Source: an optimization exercise on an open RTL-to-GDS flow (aim: small area). Production flows keep margins and buffers that such runs may drop. In this exercise RTL edits were held to simulation tests only and were not proved equivalent to the original. No activity file was given, so power comes from the tool's default toggle rates.

<file path="flow/run.sh">
#!/bin/bash
# synth_recipe.tcl (not shown) runs the flow's synth.tcl, then flattens the netlist and writes it again
# the make line also repeats each setting of config.mk as NAME=value (left out here)
make -C /OpenROAD-flow-scripts/flow DESIGN_CONFIG=/design/flow/config.mk WORK_HOME=/design/flow/orfs CLKGATE_MAP_FILE= SYNTH_SCRIPT=/design/flow/synth_recipe.tcl finish
</file>
<file path="flow/config.mk">
export PLATFORM = sky130hd
export DESIGN_NAME = key_counter_top
export DESIGN_NICKNAME = key_counter_top
export VERILOG_FILES = /design/flow/design.v
export SDC_FILE = /design/flow/constraint.sdc
export NUM_CORES = 4
export LEC_CHECK = 0
export ABC_AREA = 1
export CAP_MARGIN = 20
export CORE_MARGIN = 2
export CORE_UTILIZATION = 40
export SLEW_MARGIN = 20
</file>
<file path="flow/constraint.sdc">
create_clock -name core_clock -period 70.0 [get_ports {clk}]
set_input_delay 14.0000 -clock core_clock [delete_from_list [all_inputs] [get_ports {clk}]]
set_output_delay 14.0000 -clock core_clock [all_outputs]
set_load 0.01 [all_outputs]
</file>
<file path="flow/design.v">
module key_debouce(
    input  wire clk,
    input  wire rst_n,
    input  wire key,
    output reg  press
);
localparam [9:0] WIDLE = 10'b1010101010;
localparam [9:0] WLAST = 10'b0010101010;
localparam [9:0] WLOAD = 10'b0010100110;
localparam [9:0] WMASK = 10'b1111011111;
reg key_reg;
reg [9:0] r;
wire fe   = key_reg & ~key;
wire last = (r & WMASK) == (WLAST & WMASK);
wire fb   = last ? WIDLE[0] : ~(r[9] ^ r[6]);
always @(posedge clk or negedge rst_n) begin
  if (!rst_n) begin
    key_reg <= 1'b1;
    r       <= WIDLE;
    press   <= 1'b0;
  end else begin
    key_reg <= key;
    r       <= fe ? WLOAD : {~r[8:0], fb};
    press   <= last & ~key;
  end
end
endmodule
module key_count(
    input  wire clk,
    input  wire rst_n,
    input  wire p0,           
    input  wire p1,           
    output reg  [3:0] n,
    output reg  [1:0] status
);
localparam [16:0] TLAST = 17'b00111001101000000;
wire ge30 = n[3] | (n[2] & n[1]);         
wire is25 = n[2] & ~n[1] & n[0];          
wire is30 = n[2] & n[1] & ~n[0];          
wire set  = is25 | is30;
reg [16:0] t;
wire tlast = (t == TLAST);
always @(posedge clk or negedge rst_n) begin
  if (!rst_n) begin
    n <= 4'd0;
  end else if (p0) begin
    n <= n + 4'd1;
  end else if (p1) begin
    n <= n + 4'd2;
  end else if (ge30) begin
    n <= 4'd1;
  end else if (is25) begin
    n <= 4'd0;
  end
end
always @(posedge clk) begin
  t <= set ? 17'd0 : {~t[15:0], t[16] ^ t[2]};
end
always @(posedge clk or negedge rst_n) begin
  if (!rst_n)
    status <= 2'b00;
  else if (is25)
    status <= 2'b01;
  else if (is30)
    status <= 2'b11;
  else if (tlast)
    status <= 2'b00;
end
endmodule
module seg_decode(
    input  wire [2:0] j,
    input  wire [3:0] n,
    output reg  [7:0] seg
);
always @(*) begin
  if (~j[2] & ~j[0])
    seg = n[0] ? 8'b1001_0010 : 8'b1100_0000;
  else if (~j[1] & j[0])
    case (n[3:1])
      3'd0: seg = 8'b0100_0000;
      3'd1: seg = 8'b0111_1001;
      3'd2: seg = 8'b0010_0100;
      3'd3: seg = 8'b1011_0000;
      default: seg = 8'b1001_1001;
    endcase
  else
    seg = 8'b0100_0000;
end
endmodule
module sel_driver(
    input  wire clk,
    input  wire rst_n,
    output wire ay,           
    output reg  [2:0] j,
    output wire [5:0] sel
);
localparam [9:0] AX = 10'b1000111000;
localparam [9:0] AY = 10'b0001110000;
reg [9:0] a;
wire ax = a[8:0] == AX[8:0];
assign ay = a[9:1] == AY[9:1];
always @(posedge clk or negedge rst_n) begin
  if (!rst_n) begin
    a <= AY;
    j <= 3'b000;
  end else begin
    a <= {a[8:0], a[9] ^ a[6] ^ ax};
    if (ax)
      j <= {j[1:0], ~j[2]};
  end
end
assign sel[5] = ~(~j[2] & ~j[0]);
assign sel[4] = ~(~j[1] &  j[0]);
assign sel[3] = ~(~j[2] &  j[1]);
assign sel[2] = ~( j[2] &  j[0]);
assign sel[1] = ~( j[1] & ~j[0]);
assign sel[0] = ~( j[2] & ~j[1]);
endmodule
module led(
    input  wire clk,
    input  wire rst_n,
    input  wire ay,
    input  wire [1:0] status,
    output reg  [3:0] led,
    output wire beep
);
reg [3:0] d;
reg [1:0] f;
reg [1:0] ps;
wire d9 = d[3] & d[0];
always @(posedge clk or negedge rst_n) begin
  if (!rst_n) begin
    d  <= 4'd9;
    f  <= 2'd3;
    ps <= 2'b10;
  end else begin
    ps <= status;
    if (ay) begin
      d <= d9 ? 4'd0 : d + 4'd1;
      if (d9)
        f <= f + 2'd1;
    end
  end
end
always @(*) begin
  case (ps)
    2'b11:   led = 4'b0001 << f;
    2'b01:   led = f[0] ? 4'b0000 : 4'b1111;
    2'b10:   led = 4'b1111;
    default: led = 4'b0000;
  endcase
end
beep beep_inst(.ps(ps), .f(f), .beep(beep));
endmodule
module beep(
    input  wire [1:0] ps,
    input  wire [1:0] f,
    output wire beep
);
assign beep = ~((ps == 2'b01 & f[0]) | (ps == 2'b11 & ~f[1]));
endmodule
module key_counter_top(
   input wire clk,
   input wire rst_n,
   input wire [1:0] key,
   output wire [5:0] sel,
   output wire [7:0] seg,
   output wire [3:0] numberled,
   output wire number_beep
);
wire [1:0] press;
wire [3:0] n;
wire [1:0] status;
wire [2:0] j;
wire ay;
key_debouce key_debouce1(.clk(clk), .rst_n(rst_n), .key(key[0]), .press(press[0]));
key_debouce key_debouce2(.clk(clk), .rst_n(rst_n), .key(key[1]), .press(press[1]));
key_count key_count_inst(.clk(clk), .rst_n(rst_n), .p0(press[0]), .p1(press[1]),
                         .n(n), .status(status));
sel_driver sel_driver_inst(.clk(clk), .rst_n(rst_n), .ay(ay), .j(j), .sel(sel));
seg_decode seg_decode_inst(.j(j), .n(n), .seg(seg));
led number_led(.clk(clk), .rst_n(rst_n), .ay(ay), .status(status),
               .led(numberled), .beep(number_beep));
endmodule
</file>
==> flow_metrics.env, run 1 <==
export IMPL_port_buffers=22
export IMPL_worstSetupPathType="reg2out"
export IMPL_place_ws_ps=54280
export IMPL_drt_antenna_violating_nets=0
export IMPL_ctsHoldBuffers=0
export IMPL_path_max_fanout=6
export IMPL_synth_edf_count=0
export IMPL_synthXorXnorAreaFrac_pct=1.30
export IMPL_rows=29
export IMPL_worst_slack_ps=53900
export IMPL_synth_cells=285
export IMPL_nNetsFinal=332
export IMPL_outcome="timing/DRC/antenna clean"
export IMPL_drc_errors=0
export IMPL_reg2reg_depth=6
export IMPL_reg2reg_setup_slack_ps=68550
export IMPL_vdd_drop_max_v=0.0000122
export IMPL_p_leak_nw=1.52
export IMPL_synth_adder_area_share_pct=5.12
export IMPL_synth_compound_area_share_pct=4.37
export IMPL_grt_max_degree=52
export IMPL_wire_per_inst_um=10.8
export IMPL_drv_cap=0
export IMPL_synth_flop_cell="dfrtp_1"
export IMPL_cp_top_family="buffers and inverters"
export IMPL_slew_headroom_pct=58.7
export IMPL_fin_tns_setup_ps=0
export IMPL_synth_net_count=300
export IMPL_vias=1847
export IMPL_ys_warn_count=5
export IMPL_largest_register_ffs=17
export IMPL_ff_latch_area_mm2=0.00164
export IMPL_hold_viol=0
export IMPL_synth_top_family_by_area="simple AND/OR/NAND/NOR gates"
export IMPL_place_congestion=0.796
export IMPL_async_reset_ff_share_pct=75.0
export IMPL_r2r_end="key_count_inst.n[2]"
export IMPL_critical_path_arrival_ps=2100
export IMPL_cts_sinks=68
export IMPL_seq_area_frac_synth_pct=61.0
export IMPL_cp_required_ps=56000
export IMPL_htree_levels=3
export IMPL_endpoint_kind="output port"
export IMPL_crit_path_frequent_cell="ha_1"
export IMPL_die_x_um=86.0
export IMPL_core_area_mm2=0.00642
export IMPL_hold_class="reg2reg"
export IMPL_worst_slew_pin_slew_ps=619
export IMPL_r2r_start="key_count_inst.n[1]"
export IMPL_ios=23
export IMPL_setup_violations_final=0
export IMPL_fmax_ghz=0.0621
export IMPL_wirelength_mm=4.31
export IMPL_post_cts_resized=0
export IMPL_clk_latency_ps=340
export IMPL_hpwlAfterDp_mm=2.96
export IMPL_cts_buffers=9
export IMPL_whs_ps=362
export IMPL_cp_start_kind="flop"
export IMPL_slowest_stage="clkdlybuf4s50_1"
export IMPL_cp_num_buf_inv=1
export IMPL_antenna_found_initial=0
export IMPL_hp_start="sel_driver_inst.a[5]"
export IMPL_maxSlewViolCount=0
export IMPL_hold_end="sel_driver_inst.a[6]"
export IMPL_yosys_cell_types_count=28
export IMPL_grt_ovfl_total=0
export IMPL_cts_root_buf="clkbuf_8"
export IMPL_vias_per_cell=4.63
export IMPL_synth_top_cell_by_area="dfrtp_1"
export IMPL_drtIter0Drc=102
export IMPL_grt_pass1_vias=1770
export IMPL_die_area_mm2=0.00740
export IMPL_die_h_um=86.0
export IMPL_total_power_uw=110
export IMPL_ys_top_cells_by_area="dfrtp_1 29%, dfstp_2 20%, dfxtp_1 13%"
export IMPL_cts_tree="done"
export IMPL_cp_cell_sequence="ha_1 -> ha_1 -> o21ai_0 -> o221ai_1 -> clkdlybuf4s50_1"
export IMPL_multiInputGateArea_um2=898
export IMPL_fill_cells=587
export IMPL_area_delta_synth_final_pct=19.8
export IMPL_post_cts_buffers=0
export IMPL_start_util_pct=41.9
export IMPL_worstHoldPathCells=0
export IMPL_period_share_pct=23.0
export IMPL_avgSynthCellArea_um2=9.44
export IMPL_top_register="key_count_inst.t"
export IMPL_grt_total_usage_pct=13.5
export IMPL_diodes=0
export IMPL_netlist_area_leader_share_pct=28.8
export IMPL_synth_mux_area_share_pct=0
export IMPL_layout_common_cells="62 x nand2_1, 52 x nor2_1, 33 x inv_1"
export IMPL_clk_pin_slew_worst_paths_ps=80
export IMPL_drtPass1Iterations=4
export IMPL_slowest_delay_ps=500
export IMPL_rsz0062_at_grt="no"
export IMPL_grt_pass1_wl_mm=7.67
export IMPL_drive_gt1_share_pct=14.6
export IMPL_layout_commonest_cell="nand2_1"
export IMPL_period_needed_ps=16100
export IMPL_yosys_area_share_simple_pct=22.6
export IMPL_clk_path_buf_depth=2
export IMPL_synth_seq_cells=68
export IMPL_syn_cell_area_mm2=0.00269
export IMPL_power_density_mw_per_mm2=34.1
export IMPL_skew_ps=9.98
## synth_stat cells (all sizes together) (2+ instances only)
cell   instances
nor3           7
a21oi          6
nand3         17
dfstp         20
buf            2
xnor2          3
o21ai          9
ha            11
nand2         63
dfrtp         31
nor2          53
dfxtp         17
or2            3
inv           35
## worst register-to-register path, delay by kind of cell (launching register included)
kind	cells	cell delay [ps]
flops	1	440
compound gates	2	270
fa+ha+maj	2	440
buf+inv	1	70
simple gates	1	120
## cells by family (layout without fill, tap and decap cells)
logic type                 Yosys count  after routing
DFF                                 68             68
and+or+nand+nor                    145            145
AOI/OAI and AO/OA                   20             20
adders and majority gates           11             11
buffers and inverters               37             74
xor gates and xnor gates             4              4
## stage by stage
step	instance area (um2)	utilization, %	cells
after global routing	3220	50.2	399
after floorplan	2690	-	285
after CTS	3220	50.2	399
after global placement	2990	46.6	383
after detailed placement	2990	46.6	383
final	3220	50.2	399
## final cells by class
| class | count | share of cell area (%) |
|---|---|---|
| sequential | 68 | 51.0 |
| multi-input combinational | 180 | 27.9 |
| timing repair buffer | 23 | 6.91 |
| clock buffer | 12 | 6.17 |
| inverter | 35 | 4.08 |
| tap | 77 | 2.99 |
| clock inverter | 4 | 1.01 |
## worst max-delay path by stage
stage,from,end,slack [ps],cells past startpoint
floorplan,key_count_inst.n[1],seg[4],54790,4
global placement,key_count_inst.n[1],seg[4],54290,5
detailed placement,key_count_inst.n[1],seg[4],54280,5
CTS,key_count_inst.n[1],seg[4],53890,5
global route,key_count_inst.n[1],seg[4],53780,5
finish,key_count_inst.n[1],seg[4],53900,5
## routing by layer
layer	GRT usage (%)	share of wire [%]	up-vias
met1	17.5	49	851
met5	0	0	-
met3	5.29	4.9	8
li1	-	-	955
met2	19.9	44	33
met4	6.49	1.5	0
## power by group
group | switching (mW) | internal [mW]
registers | 0.00515 | 0.0485
logic | 0.0106 | 0.0104
clock network | 0.0156 | 0.0196
total | 0.0314 | 0.0785
==> run 2: changes to the inputs <==
--- a/flow/config.mk
+++ b/flow/config.mk
@@ -5,7 +5,6 @@
 export SDC_FILE = /design/flow/constraint.sdc
 export NUM_CORES = 4
 export LEC_CHECK = 0
-export ABC_AREA = 1
 export CAP_MARGIN = 20
 export CORE_MARGIN = 2
 export CORE_UTILIZATION = 40
==> flow_metrics.env, run 2 <==
export IMPL_fin_tns_setup_ps=0
export IMPL_fill_cells=560
export IMPL_synth_most_common_cell="nor2_1"
export IMPL_hold_end="sel_driver_inst.a[5]"
export IMPL_crit_path_frequent_cell="ha_1"
export IMPL_clk_latency_ps=340
export IMPL_ys_warn_count=5
export IMPL_post_cts_resized=0
export IMPL_die_h_um=85.5
export IMPL_grt_ovfl_total=0
export IMPL_grt_met1_usage_pct=19.8
export IMPL_slowest_delay_ps=480
export IMPL_period_needed_ps=16000
export IMPL_vias=1665
export IMPL_rows=29
export IMPL_synth_flop_cell="dfrtp_1"
export IMPL_synth_top_cell_by_area="dfrtp_1"
export IMPL_top_register="key_count_inst.t"
export IMPL_antenna_found_initial=0
export IMPL_slew_headroom_pct=58.8
export IMPL_seq_area_frac_synth_pct=61.9
export IMPL_ff_latch_area_mm2=0.00164
export IMPL_drtIter0Drc=99
export IMPL_grt_pass1_wl_mm=7.91
export IMPL_clk_pin_slew_worst_paths_ps=70
export IMPL_p_leak_nw=1.35
export IMPL_drv_cap=0
export IMPL_critical_path_arrival_ps=2000
export IMPL_vdd_drop_max_v=0.0000260
export IMPL_syn_cell_area_mm2=0.00265
export IMPL_async_reset_ff_share_pct=75.0
export IMPL_grt_total_usage_pct=14.1
export IMPL_htree_levels=3
export IMPL_hold_class="reg2reg"
export IMPL_grt_max_degree=52
export IMPL_rsz0062_at_grt="no"
export IMPL_synth_seq_cells=68
export IMPL_wire_per_inst_um=12.5
export IMPL_dp_cells=328
export IMPL_cp_top_family="adder cells"
export IMPL_cts_tree="done"
export IMPL_worstHoldPathCells=0
export IMPL_layout_commonest_cell="nor2_1"
export IMPL_r2r_end="key_count_inst.n[3]"
export IMPL_drtPass1Iterations=6
export IMPL_reg2reg_setup_slack_ps=68300
export IMPL_cp_required_ps=56000
export IMPL_outcome="timing/DRC/antenna clean"
export IMPL_layout_common_cells="39 x nor2_1, 31 x dfrtp_1, 22 x nand2_1"
export IMPL_area_delta_synth_final_pct=19.4
export IMPL_drc_errors=0
export IMPL_synth_cells=232
export IMPL_r2r_start="key_count_inst.n[1]"
export IMPL_path_max_fanout=5
export IMPL_synth_net_count=247
export IMPL_place_area_mm2=0.00295
export IMPL_ys_top_cells_by_area="dfrtp_1 29%, dfstp_2 20%, dfxtp_1 13%"
export IMPL_core_area_mm2=0.00639
export IMPL_cts_buffers=9
export IMPL_netlist_area_leader_share_pct=29.2
export IMPL_maxSlewViolCount=0
export IMPL_drt_antenna_violating_nets=0
export IMPL_ctsHoldBuffers=0
export IMPL_grt_util_met2_pct=19.6
export IMPL_power_density_mw_per_mm2=34.9
export IMPL_wirelength_mm=4.31
export IMPL_setup_violations_final=0
export IMPL_period_share_pct=22.9
export IMPL_fmax_ghz=0.0625
export IMPL_synth_common_cells="39 x nor2_1, 31 x dfrtp_1, 22 x nand2_1"
export IMPL_nNetsFinal=277
export IMPL_cp_start_kind="flop"
export IMPL_gr_usage_met3_pct=3.21
export IMPL_worstSetupPathType="reg2out"
export IMPL_grt_busiest_layer="met1"
export IMPL_vias_per_cell=4.84
export IMPL_synth_edf_count=0
export IMPL_worst_slew_pin_slew_ps=618
export IMPL_place_congestion=0.848
export IMPL_cp_cell_sequence="ha_1 -> ha_1 -> nor3_1 -> o21bai_1 -> clkdlybuf4s50_1"
export IMPL_ios=23
export IMPL_hpwlAfterDp_mm=3.00
export IMPL_cts_sinks=68
export IMPL_yosys_cell_types_count=41
export IMPL_hp_start="sel_driver_inst.a[4]"
export IMPL_port_buffers=22
export IMPL_die_x_um=85.5
export IMPL_total_power_uw=111
export IMPL_grt_pass1_vias=1697
export IMPL_diodes=0
export IMPL_reg2reg_depth=7
export IMPL_hold_viol=0
export IMPL_cts_root_buf="clkbuf_8"
export IMPL_cp_num_buf_inv=1
export IMPL_skew_ps=7.48
export IMPL_post_cts_buffers=0
export IMPL_multiInputGateArea_um2=938
export IMPL_endpoint_kind="output port"
export IMPL_design_area_mm2=0.00317
export IMPL_die_area_mm2=0.00730
export IMPL_start_util_pct=41.6
export IMPL_final_instance_count_excl_fill=344
export IMPL_largest_register_ffs=17
export IMPL_slowest_stage="clkdlybuf4s50_1"
export IMPL_clk_path_buf_depth=2
export IMPL_drive_gt1_share_pct=18.0
export IMPL_startpoint="key_count_inst.n[1]"
export IMPL_avgSynthCellArea_um2=11.4
-- run 2: cell count changes in the layout (fill, tap and decap cells not counted), moves of 7 or more --
cell,before,now
nand2_1,62,22
inv_1,33,14
nand3_1,16,2
nor2_1,52,39
nand2b_1,0,7
-- run 2: cell type report --
| type | instances | share of cell area, % |
|---|---|---|
| Multi-Input combinational cell | 146 | 29.6 |
| Inverter | 14 | 1.66 |
| Clock inverter | 6 | 2.80 |
| Sequential cell | 68 | 51.8 |
| Tap cell | 77 | 3.04 |
| Clock buffer | 10 | 4.03 |
| Timing Repair Buffer | 23 | 7.03 |
-- run 2: how the worst max path moves through the flow --
stage | to | depth (start not counted)
floorplan | seg[4] | 4
global placement | seg[4] | 5
detailed placement | seg[7] | 5
CTS | seg[4] | 5
global route | seg[7] | 5
finish | seg[4] | 5
-- run 2: logic make-up after synthesis --
logic type	Yosys count	synth area share (%)
mux	6	2.73
xor+xnor	4	1.32
compound gates	28	6.88
simple gates	97	19.2
buf+inv	18	2.78
fa+ha+maj	11	5.19
flops	68	61.9
-- run 2: through the flow --
stage          worst slack (ps)  utilization [%]  hold WS [ps]
2_1_floorplan             54870                -           354
3_3_place_gp              54360             46.2           355
3_5_place_dp              54340             46.2           359
4_1_cts                   53960             49.6           368
5_1_grt                   53820             49.6           376
6_report                  54000             49.6           367
-- run 2: worst reg2reg max path: stages (launching register included) --
cell      delay (ps)
dfrtp_1          430
ha_1             280
inv_1             70
ha_1             150
inv_1             80
nor4b_4          290
a21oi_1           70
o221ai_1         210
-- run 2: per-layer routing --
metal  routed length [um]  vias up
li1                     -      847
met1                 2220      785
met2                 1860       23
met3                  118       10
met4                  100        0
met5                    0        -
-- run 2: power breakdown --
part,switching [mW],internal [mW]
registers,0.00575,0.0485
logic,0.0100,0.0117
clock network,0.0146,0.0200
total,0.0304,0.0803
==> run 3: changes to the inputs <==
--- a/flow/config.mk
+++ b/flow/config.mk
@@ -8,4 +8,7 @@
 export CAP_MARGIN = 20
 export CORE_MARGIN = 2
 export CORE_UTILIZATION = 40
+export CTS_BUF_LIST = sky130_fd_sc_hd__clkbuf_8
+export CTS_CLUSTER_DIAMETER = 100
+export CTS_CLUSTER_SIZE = 40
 export SLEW_MARGIN = 20
==> flow_metrics.env, run 3 <==
export IMPL_port_buffers=22
export IMPL_avgSynthCellArea_um2=11.4
export IMPL_fill_cells=560
export IMPL_rsz0062_at_grt="no"
export IMPL_cts_buffers=9
export IMPL_grt_util_met2_pct=19.6
export IMPL_drv_cap=0
export IMPL_synth_most_common_cell="nor2_1"
export IMPL_clk_path_buf_depth=2
export IMPL_antenna_found_initial=0
export IMPL_place_congestion=0.848
export IMPL_top_register="key_count_inst.t"
export IMPL_setup_violations_final=0
export IMPL_path_max_fanout=5
export IMPL_skew_ps=6.87
export IMPL_endpoint_kind="output port"
export IMPL_maxSlewViolCount=0
export IMPL_critical_path_arrival_ps=2000
export IMPL_async_reset_ff_share_pct=75.0
export IMPL_syn_cell_area_mm2=0.00265
export IMPL_layout_common_cells="39 x nor2_1, 31 x dfrtp_1, 22 x nand2_1"
export IMPL_grt_max_degree=52
export IMPL_clockPowerShare_pct=31.2
export IMPL_grt_pass1_vias=1697
export IMPL_final_instance_count_excl_fill=344
export IMPL_cp_start_kind="flop"
export IMPL_p_leak_nw=1.35
export IMPL_multiInputGateArea_um2=938
export IMPL_design_area_mm2=0.00317
export IMPL_hold_viol=0
export IMPL_largest_register_ffs=17
export IMPL_final_util_pct=49.6
export IMPL_die_h_um=85.5
export IMPL_ff_latch_area_mm2=0.00164
export IMPL_cts_sinks=68
export IMPL_drtPass1Iterations=6
export IMPL_ys_top_cells_by_area="dfrtp_1 29%, dfstp_2 20%, dfxtp_1 13%"
export IMPL_seq_power_share_pct=49.1
export IMPL_layout_commonest_cell="nor2_1"
export IMPL_drt_antenna_violating_nets=0
export IMPL_total_power_uw=110
export IMPL_die_area_mm2=0.00730
export IMPL_cts_tree="done"
export IMPL_worstSetupPathType="reg2out"
export IMPL_grt_met1_usage_pct=19.8
export IMPL_gr_usage_met3_pct=3.21
export IMPL_outcome="timing/DRC/antenna clean"
export IMPL_ys_warn_count=5
export IMPL_ctsHoldBuffers=0
export IMPL_diodes=0
export IMPL_post_cts_buffers=0
export IMPL_cts_root_buf="clkbuf_8"
export IMPL_area_delta_synth_final_pct=19.4
export IMPL_place_ws_ps=54340
export IMPL_synth_flop_cell="dfrtp_1"
export IMPL_synth_net_count=247
export IMPL_netlist_area_leader_share_pct=29.2
export IMPL_period_share_pct=22.9
export IMPL_die_x_um=85.5
export IMPL_drc_errors=0
export IMPL_swShare_pct=27.5
export IMPL_start_util_pct=41.6
export IMPL_grt_pass1_wl_mm=7.91
export IMPL_worst_slew_pin_slew_ps=618
export IMPL_synth_top_cell_by_area="dfrtp_1"
export IMPL_synth_cells=232
export IMPL_power_density_mw_per_mm2=34.9
export IMPL_core_area_mm2=0.00639
export IMPL_drtIter0Drc=109
export IMPL_slew_headroom_pct=58.8
export IMPL_synth_seq_cells=68
export IMPL_htree_levels=3
export IMPL_grt_total_usage_pct=14.1
export IMPL_grt_ovfl_total=0
export IMPL_cp_required_ps=56000
export IMPL_place_area_mm2=0.00295
export IMPL_post_cts_resized=0
export IMPL_wire_per_inst_um=12.5
export IMPL_wirelength_mm=4.30
export IMPL_synth_edf_count=0
export IMPL_p_int_uw=80.1
export IMPL_yosys_cell_types_count=41
export IMPL_pwr_share_comb_pct=19.7
export IMPL_vias=1667
export IMPL_grt_busiest_layer="met1"
export IMPL_rows=29
export IMPL_power_switching_uw=30.3
export IMPL_vias_per_cell=4.85
export IMPL_whs_ps=367
export IMPL_dp_cells=328
export IMPL_clk_pin_slew_worst_paths_ps=70
export IMPL_worst_slack_ps=54000
export IMPL_drive_gt1_share_pct=18.0
export IMPL_vdd_drop_max_v=0.0000260
export IMPL_synth_common_cells="39 x nor2_1, 31 x dfrtp_1, 22 x nand2_1"
export IMPL_hpwlAfterDp_mm=3.00
export IMPL_clk_latency_ps=340
export IMPL_period_needed_ps=16000
export IMPL_hold_class="reg2reg"
export IMPL_fmax_ghz=0.0625
export IMPL_ios=23
export IMPL_fin_tns_setup_ps=0
export IMPL_nNetsFinal=277
export IMPL_seq_area_frac_synth_pct=61.9
-- run 3: changes by cell type in the layout (fill, tap and decap cells not counted), sizes merged --
| cell | before | now |
|---|---|---|
| clkbuf | 10 | 9 |
| inv | 14 | 15 |
-- run 3: final timing paths --
| path | startpoint | end | slack [ps] | cells after the start |
|---|---|---|---|---|
| min | sel_driver_inst.a[4] | sel_driver_inst.a[5] | 370 | 0 |
| max in group asynchronous | rst_n | sel_driver_inst.a[0] | 55820 | 2 |
| min in group asynchronous | rst_n | key_debouce2.r[2] | 13750 | 2 |
| max | key_count_inst.n[1] | seg[4] | 54000 | 5 |
| min reg2reg | sel_driver_inst.a[4] | sel_driver_inst.a[5] | 370 | 0 |
| max reg2reg | key_count_inst.n[1] | key_count_inst.n[3] | 68300 | 7 |
-- run 3: kinds of logic (layout without fill, tap and decap cells) --
family	Yosys count	after routing	synth area share, %
AO/OA/AOI/OAI	28	28	6.88
XOR/XNOR	4	4	1.32
adder cells (fa/ha/maj)	11	11	5.19
buffers and inverters	18	53	2.78
flip-flops	68	68	61.9
multiplexers	6	6	2.73
AND/OR/NAND/NOR	97	97	19.2
-- run 3: layout make-up --
type                    instances  area share, %
repair buffers                 23           7.03
inverters                      14           1.66
well taps                      77           3.04
flip-flops and latches         68           51.8
multi-input cells             146           29.6
clock inverters                 7           2.92
clock buffers                   9           3.91
-- run 3: metal layers --
layer / vias up / part of all wire (%)
met3: 9 / 3.2
met5: - / 0
li1: 845 / -
met2: 26 / 43
met1: 787 / 51
met4: 0 / 2.2
-- run 3: critical path: stages (launching register included) --
cell and delay, ps:
dfrtp_1 430, ha_1 280, ha_1 210, nor3_1 180, o21bai_1 80, clkdlybuf4s50_1 480
-- run 3: power by group through the flow --
stage | logic, mW | registers [mW] | clock network, mW
after global placement | 0.0218 | 0.0547 | 0
after CTS | 0.0223 | 0.0543 | 0.0357
after floorplan | 0.0143 | 0.0534 | 0
after detailed placement | 0.0219 | 0.0550 | 0
after global routing | 0.0249 | 0.0557 | 0.0377
final | 0.0217 | 0.0543 | 0.0344
==> run 4: changes to the inputs <==
--- a/flow/config.mk
+++ b/flow/config.mk
@@ -8,7 +8,7 @@
 export CAP_MARGIN = 20
 export CORE_MARGIN = 2
 export CORE_UTILIZATION = 40
-export CTS_BUF_LIST = sky130_fd_sc_hd__clkbuf_8
-export CTS_CLUSTER_DIAMETER = 100
-export CTS_CLUSTER_SIZE = 40
+export CTS_BUF_LIST = sky130_fd_sc_hd__clkbuf_16
+export CTS_CLUSTER_DIAMETER = 500
+export CTS_CLUSTER_SIZE = 100
 export SLEW_MARGIN = 20
==> flow_metrics.env, run 4 <==
export IMPL_outcome="timing/DRC/antenna clean"
export IMPL_layout_common_cells="39 x nor2_1, 31 x dfrtp_1, 22 x nand2_1"
export IMPL_ctsHoldBuffers=0
export IMPL_synth_most_common_cell="nor2_1"
export IMPL_reg2reg_setup_slack_ps=68310
export IMPL_p_int_uw=91.3
export IMPL_cp_start_kind="flop"
export IMPL_drv_cap=0
export IMPL_whs_ps=365
export IMPL_place_congestion=0.848
export IMPL_fmax_ghz=0.0625
export IMPL_antenna_found_initial=0
export IMPL_maxSlewViolCount=0
export IMPL_avgSynthCellArea_um2=11.4
export IMPL_clk_pin_slew_worst_paths_ps=50
export IMPL_rsz0062_at_grt="no"
export IMPL_critical_path_arrival_ps=1990
export IMPL_synth_seq_cells=68
export IMPL_pwr_share_comb_pct=17.6
export IMPL_cts_root_buf="clkbuf_16"
export IMPL_drtIter0Drc=58
export IMPL_r2r_end="key_count_inst.n[3]"
export IMPL_grt_pass1_wl_mm=7.77
export IMPL_syn_cell_area_mm2=0.00265
export IMPL_synth_edf_count=0
export IMPL_synth_flop_cell="dfrtp_1"
export IMPL_wirelength_mm=4.31
export IMPL_fin_tns_setup_ps=0
export IMPL_seq_area_frac_synth_pct=61.9
export IMPL_slew_headroom_pct=58.9
export IMPL_vias=1667
export IMPL_layout_commonest_cell="nor2_1"
export IMPL_synth_top_cell_by_area="dfrtp_1"
export IMPL_hold_end="sel_driver_inst.a[5]"
export IMPL_setup_violations_final=0
export IMPL_final_util_pct=51.2
export IMPL_die_x_um=85.5
export IMPL_post_cts_buffers=0
export IMPL_core_area_mm2=0.00639
export IMPL_async_reset_ff_share_pct=75.0
export IMPL_rows=29
export IMPL_diodes=0
export IMPL_total_power_uw=123
export IMPL_period_share_pct=22.8
export IMPL_synth_common_cells="39 x nor2_1, 31 x dfrtp_1, 22 x nand2_1"
export IMPL_ios=23
export IMPL_hold_viol=0
export IMPL_grt_ovfl_total=0
export IMPL_die_area_mm2=0.00730
export IMPL_drive_gt1_share_pct=18.0
export IMPL_place_ws_ps=54340
export IMPL_netlist_area_leader_share_pct=29.2
export IMPL_top_register="key_count_inst.t"
export IMPL_clockPowerShare_pct=38.3
export IMPL_ys_warn_count=5
export IMPL_area_delta_synth_final_pct=23.2
export IMPL_power_density_mw_per_mm2=37.7
export IMPL_worstHoldPathCells=0
export IMPL_htree_levels=3
export IMPL_synth_net_count=247
export IMPL_power_switching_uw=31.9
export IMPL_final_instance_count_excl_fill=344
export IMPL_dp_cells=328
export IMPL_place_area_mm2=0.00295
export IMPL_grt_pass1_vias=1669
export IMPL_drc_errors=0
export IMPL_worst_slack_ps=54010
export IMPL_synth_cells=232
export IMPL_cp_required_ps=56000
export IMPL_yosys_cell_types_count=41
export IMPL_drt_antenna_violating_nets=0
export IMPL_start_util_pct=41.6
export IMPL_cts_sinks=68
export IMPL_worstSetupPathType="reg2out"
export IMPL_cts_tree="done"
export IMPL_port_buffers=22
export IMPL_clk_path_buf_depth=2
export IMPL_hold_class="reg2reg"
export IMPL_skew_ps=4.57
export IMPL_hpwlAfterDp_mm=3.00
export IMPL_cts_buffers=9
export IMPL_r2r_start="key_count_inst.n[1]"
export IMPL_endpoint_kind="output port"
export IMPL_seq_power_share_pct=44.1
export IMPL_swShare_pct=25.9
export IMPL_largest_register_ffs=17
export IMPL_ys_top_cells_by_area="dfrtp_1 29%, dfstp_2 20%, dfxtp_1 13%"
export IMPL_die_h_um=85.5
export IMPL_vias_per_cell=4.85
export IMPL_grt_max_degree=52
export IMPL_reg2reg_depth=7
export IMPL_drtPass1Iterations=4
export IMPL_worst_slew_pin_slew_ps=617
export IMPL_path_max_fanout=5
export IMPL_wire_per_inst_um=12.5
export IMPL_nNetsFinal=277
export IMPL_fill_cells=552
export IMPL_hp_start="sel_driver_inst.a[4]"
export IMPL_design_area_mm2=0.00327
export IMPL_post_cts_resized=0
export IMPL_clk_latency_ps=320
export IMPL_p_leak_nw=1.40
export IMPL_vdd_drop_max_v=0.0000238
export IMPL_grt_total_usage_pct=13.9
export IMPL_period_needed_ps=15990
run 4: final cells by class:
class                      count  area [um2]  share of cell area [%]
sequential                    68        1640                    50.2
clock inverter                 7        92.6                    2.83
clock buffer                   9         225                    6.89
timing repair buffer          23         223                    6.81
inverter                      14        52.6                    1.61
tap                           77        96.3                    2.95
multi-input combinational    146         938                    28.7
run 4: per-layer routing:
metal | wire length [um] | vias to the layer above | GRT usage, %
li1 | - | 842 | -
met1 | 2190 | 788 | 19.2
met2 | 1860 | 28 | 19.5
met3 | 136 | 9 | 3.21
met4 | 124 | 0 | 9.52
met5 | 0 | - | 0
run 4: critical path, cell delays in order, from the launching register on:
cell and delay [ps]:
dfrtp_1 420, ha_1 260, ha_1 200, nor2_1 60
o21ai_0 160, clkdlybuf4s50_1 570
run 4: power by group through the flow:
stage               combinational (mW)  clock [mW]  sequential, mW
floorplan                       0.0143           0          0.0534
global placement                0.0218           0          0.0547
detailed placement              0.0219           0          0.0550
CTS                             0.0222      0.0483          0.0544
global route                    0.0248      0.0500          0.0557
finish                          0.0217      0.0472          0.0543
run 4: cell families (layout without fill, tap and decap cells):
group	count (synthesis)	after routing	synth area share [%]
AO/OA/AOI/OAI	28	28	6.88
XOR/XNOR	4	4	1.32
adder cells (fa/ha/maj)	11	11	5.19
buffers and inverters	18	53	2.78
flip-flops	68	68	61.9
multiplexers	6	6	2.73
AND/OR/NAND/NOR	97	97	19.2
run 4: worst max path at each step:
stage                     slack, ps      to  depth (start not counted)                start
after CTS                     53990  seg[4]                          5  key_count_inst.n[1]
after global placement        54360  seg[4]                          5  key_count_inst.n[1]
after global routing          53840  seg[7]                          5  key_count_inst.n[2]
after floorplan               54870  seg[4]                          4  key_count_inst.n[1]
after detailed placement      54340  seg[7]                          5  key_count_inst.n[1]
final                         54010  seg[7]                          5  key_count_inst.n[1]

-- what the ideal ports hide --
In the flow no input, the clock included, has a driving cell. The finished layouts below were timed again as built, in two steps.
Step 1 (the two cells are an assumption about what drives the block):
set clk [get_ports {clk}]
set_driving_cell -lib_cell sky130_fd_sc_hd__clkbuf_16 $clk
set_driving_cell -lib_cell sky130_fd_sc_hd__buf_2 [delete_from_list [all_inputs] $clk]
Step 2 times the ports against the registers' clock, not the clock port: input delays grow and output delays shrink by t, the midpoint of the rising clock arrivals with the driver on.
Three values: no drivers, after step 1, after step 2; two values: the first two.
run	t, ns	setup WS [ns]	latest minus earliest clock arrival (ns)	pins driven straight from the clock port
run 1	0.365	53.898 / 53.868 / 54.233	0.012 / 0.012	1
run 2	0.361	53.996 / 53.968 / 54.329	0.008 / 0.008	1
run 3	0.360	53.998 / 53.970 / 54.330	0.007 / 0.007	1
run 4	0.355	54.009 / 53.976 / 54.331	0.005 / 0.005	1
After both steps every run listed still meets setup and hold.
